This is an optimization exercise on Yosys and OpenROAD, whose aim is small area, a short achievable clock period and few clock cycles per item, not a production implementation.
Where RTL was checked, it was by simulation tests only, not by an equivalence proof against the original.
No activity file was given, so power comes from the tool's default toggle rates.

==> run D <==
Design dcs_tx, start of the top module:
module dcs_tx (
  input         clk,
  input         rst,
  input         start,
  input  [31:0] msg,
  output        ready,
  output        done,
  output [15:0] crc,
  output [95:0] frame
);
==> module dcs_tx, before the edit <==
module dcs_tx (
  input         clk,
  input         rst,
  input         start,
  input  [31:0] msg,
  output        ready,
  output        done,
  output [15:0] crc,
  output [95:0] frame
);
  reg [31:0] data;
  reg [15:0] crc_r;
  reg        done_r;
  always @(posedge clk)
    begin
      if (start)
        begin
          data  <= msg;
          crc_r <= crc16(msg);
        end
      if (rst)
        done_r <= 1'b0;
      else if (start)
        done_r <= 1'b1;
    end
  function [15:0] crc16(input [31:0] m);
    reg [15:0] r;
    reg        fb;
    integer    k;
    begin
      r = 16'hFFFF;
      for (k = 31; k >= 0; k = k - 1)
        begin
          fb = r[15] ^ m[k];
          r  = {r[14:0], 1'b0} ^ (fb ? 16'h8005 : 16'h0000);
        end
      crc16 = r;
    end
  endfunction
  function [95:0] conv(input [47:0] s);
    reg [95:0] f;
    integer    n;
    reg        x0, x1, x2, x3;
    begin
      for (n = 0; n < 48; n = n + 1)
        begin
          x0 = s[47-n];
          x1 = (n >= 1) ? s[48-n] : 1'b0;
          x2 = (n >= 2) ? s[49-n] : 1'b0;
          x3 = (n >= 3) ? s[50-n] : 1'b0;
          f[2*(47-n)+1] = x0 ^ x2 ^ x3;
          f[2*(47-n)]   = x0 ^ x1 ^ x2 ^ x3;
        end
      conv = f;
    end
  endfunction
  function [95:0] ilv(input [95:0] f);
    reg [95:0] o;
    integer    g, j;
    begin
      for (g = 0; g < 3; g = g + 1)
        for (j = 0; j < 4; j = j + 1)
          o[32*g+8*j +: 8] = {f[32*g+24+2*j +: 2], f[32*g+16+2*j +: 2],
                              f[32*g+8+2*j +: 2],  f[32*g+2*j +: 2]};
      ilv = o;
    end
  endfunction
  assign crc   = crc_r;
  assign frame = ilv(conv({data, crc_r}));
  assign ready = 1'b1;
  assign done  = done_r;
endmodule
export LEC_CHECK = 0
export CAP_MARGIN = 20
export CORE_MARGIN = 2
export CORE_UTILIZATION = 40
export PLACE_DENSITY = 0.6
export SETUP_SLACK_MARGIN = 2.6
export SLEW_MARGIN = 20
create_clock -name core_clock -period 5.0 [get_ports {clk}]
standard.sh (not shown) runs the stock make flow with config.mk's settings and CLKGATE_MAP_FILE= SYNTH_SCRIPT=/design/flow/synth_recipe.tcl, a recipe that flattens the netlist after the stock synthesis.
==> flow/flow/run.sh <==
#!/bin/bash
# Standard layout, but with the port buffers made from sky130_fd_sc_hd__buf_1
# instead of the buffer buffer_ports picks on its own.
set -euo pipefail
export BUFFER_PORTS_ARGS="-buffer_cell sky130_fd_sc_hd__buf_1"
bash standard.sh > standard.log 2>&1
==> run E: changes against run D <==
--- a/flow/design.v
+++ b/flow/design.v
@@ -9,15 +9,11 @@
   output [95:0] frame
 );
   reg [31:0] data;
-  reg [15:0] crc_r;
   reg        done_r;
   always @(posedge clk)
     begin
       if (start)
-        begin
-          data  <= msg;
-          crc_r <= crc16(msg);
-        end
+        data <= msg;
       if (rst)
         done_r <= 1'b0;
       else if (start)
@@ -65,8 +61,9 @@
       ilv = o;
     end
   endfunction
-  assign crc   = crc_r;
-  assign frame = ilv(conv({data, crc_r}));
+  wire [15:0] c = crc16(data);
+  assign crc   = c;
+  assign frame = ilv(conv({data, c}));
   assign ready = 1'b1;
   assign done  = done_r;
 endmodule
==> flow/run.sh (new file) <==
#!/bin/bash
# synth_recipe.tcl (not shown) runs the flow's synth.tcl, then flattens the netlist and writes it again
# the make line also repeats each setting of config.mk as NAME=value (left out here)
make -C /OpenROAD-flow-scripts/flow DESIGN_CONFIG=/design/flow/config.mk WORK_HOME=/design/flow/orfs CLKGATE_MAP_FILE= SYNTH_SCRIPT=/design/flow/synth_recipe.tcl finish
--- a/flow/config.mk
+++ b/flow/config.mk
@@ -9,5 +9,4 @@
 export CORE_MARGIN = 2
 export CORE_UTILIZATION = 40
 export PLACE_DENSITY = 0.6
-export SETUP_SLACK_MARGIN = 2.6
 export SLEW_MARGIN = 20
removed: flow/flow/run.sh
removed: flow/standard.sh
==> run Z: changes against run D <==
--- a/flow/design.v
+++ b/flow/design.v
@@ -24,32 +24,43 @@
         done_r <= 1'b1;
     end
   function [15:0] crc16(input [31:0] m);
-    reg [15:0] r;
-    reg        fb;
-    integer    k;
     begin
-      r = 16'hFFFF;
-      for (k = 31; k >= 0; k = k - 1)
-        begin
-          fb = r[15] ^ m[k];
-          r  = {r[14:0], 1'b0} ^ (fb ? 16'h8005 : 16'h0000);
-        end
-      crc16 = r;
+      crc16[ 0] = ^(m & 32'hcfffbfff);
+      crc16[ 1] = ^(m & 32'h9fff7ffe);
+      crc16[ 2] = ^(m & 32'hf0014003) ^ 1;
+      crc16[ 3] = ^(m & 32'he0028006);
+      crc16[ 4] = ^(m & 32'hc005000c);
+      crc16[ 5] = ^(m & 32'h800a0018) ^ 1;
+      crc16[ 6] = ^(m & 32'h00140030);
+      crc16[ 7] = ^(m & 32'h00280060);
+      crc16[ 8] = ^(m & 32'h005000c0);
+      crc16[ 9] = ^(m & 32'h00a00180);
+      crc16[10] = ^(m & 32'h01400300);
+      crc16[11] = ^(m & 32'h02800600);
+      crc16[12] = ^(m & 32'h05000c00);
+      crc16[13] = ^(m & 32'h0a001800);
+      crc16[14] = ^(m & 32'h14003000);
+      crc16[15] = ^(m & 32'he7ffdfff);
     end
   endfunction
   function [95:0] conv(input [47:0] s);
     reg [95:0] f;
+    reg [47:0] x, b;
     integer    n;
-    reg        x0, x1, x2, x3;
     begin
       for (n = 0; n < 48; n = n + 1)
+        x[n] = s[47-n];
+      b[0] = x[0];
+      for (n = 1; n < 48; n = n + 1)
+        b[n] = x[n] ^ x[n-1];
+      f[95] = x[0];
+      f[94] = x[0];
+      f[93] = x[1];
+      f[92] = b[1];
+      for (n = 2; n < 48; n = n + 1)
         begin
-          x0 = s[47-n];
-          x1 = (n >= 1) ? s[48-n] : 1'b0;
-          x2 = (n >= 2) ? s[49-n] : 1'b0;
-          x3 = (n >= 3) ? s[50-n] : 1'b0;
-          f[2*(47-n)+1] = x0 ^ x2 ^ x3;
-          f[2*(47-n)]   = x0 ^ x1 ^ x2 ^ x3;
+          f[2*(47-n)+1] = x[n] ^ b[n-2];
+          f[2*(47-n)]   = b[n] ^ b[n-2];
         end
       conv = f;
     end
--- a/flow/config.mk
+++ b/flow/config.mk
@@ -9,5 +9,4 @@
 export CORE_MARGIN = 2
 export CORE_UTILIZATION = 40
 export PLACE_DENSITY = 0.6
-export SETUP_SLACK_MARGIN = 2.6
 export SLEW_MARGIN = 20
==> metrics.md <==
| Metric | Value |
|---|---|
| Metal2 WL | about 3500 um |
| Most frequent cells in the layout | buf_1 (146), xnor2_1 (129), xor2_1 (61) |
| Clock network fraction of total power | 11.8% |
| Number of cells on the critical path | 4 |
| Leak | around 1.3 nW |
| Status | finished clean |
| CP Launch Point | crc_r[15]$_DFFE_PP_ |
| VDD IR max | about 140 uV |
| Post-synthesis register bit count | 49 |
| Internal | 1.06 mW |
| Comb. pwr | 1.00 mW |
That was run Z.
==> metrics.md <==
| Metric | Value |
|---|---|
| Clock network fraction of total power | approximately 5.6% |
| Post-synthesis register bit count | 33 |
| Metal2 WL | approximately 4000 um |
| Status | finished clean |
| Most frequent cells in the layout | clkdlybuf4s50_1 (147), xnor2_1 (127), xor2_1 (54) |
| CP Launch Point | data[25]$_DFFE_PP_ |
That was run E.
==> metrics.md <==
| Metric | Value |
|---|---|
| Status | finished clean |
| Leak | 2.55 nW |
| Comb. pwr | 1.68 mW |
| Post-synthesis register bit count | 49 |
| Most frequent cells in the layout | buf_2 (76), buf_4 (65), xnor2_1 (61) |
| Internal | around 1.6 mW |
| Metal2 WL | 5030 um |
| Clock network fraction of total power | 10.7% |
| CP Launch Point | crc_r[13]$_DFFE_PP_ |
That was run D.
Testbench counts of run E, summed over its fixed seeds: cycles 512, items 512.
No functional check of the RTL was part of run D and run Z.

[separate check: timing with driven ports]
In the flow no input, the clock included, has a driving cell. The finished layouts below were timed again as built, in two steps. Step 1 assumes that a clkbuf_16 drives the clock port and a buf_2 every other input. Step 2 times the ports against the registers' clock, not the clock port: input delays grow and output delays shrink by t, the midpoint of the rising clock arrivals with the driver on. Three values: ideal ports, drivers, drivers and shift; two values: the first two.
run | t, ns | setup WS [ns] | latest minus earliest clock arrival (ns)
run D | 0.327 | 2.385 / 2.359 / 2.247 | 0.003 / 0.003
run E | 0.310 | 0.592 / 0.561 / 0.872 | 0.007 / 0.007
run Z | 0.316 | 2.362 / 2.334 / 2.149 | 0.005 / 0.005
After both steps every run listed still meets setup and hold. The setup slack of run Z, which loses most, moves by -0.028 ns with the drivers and by -0.213 ns with both steps.
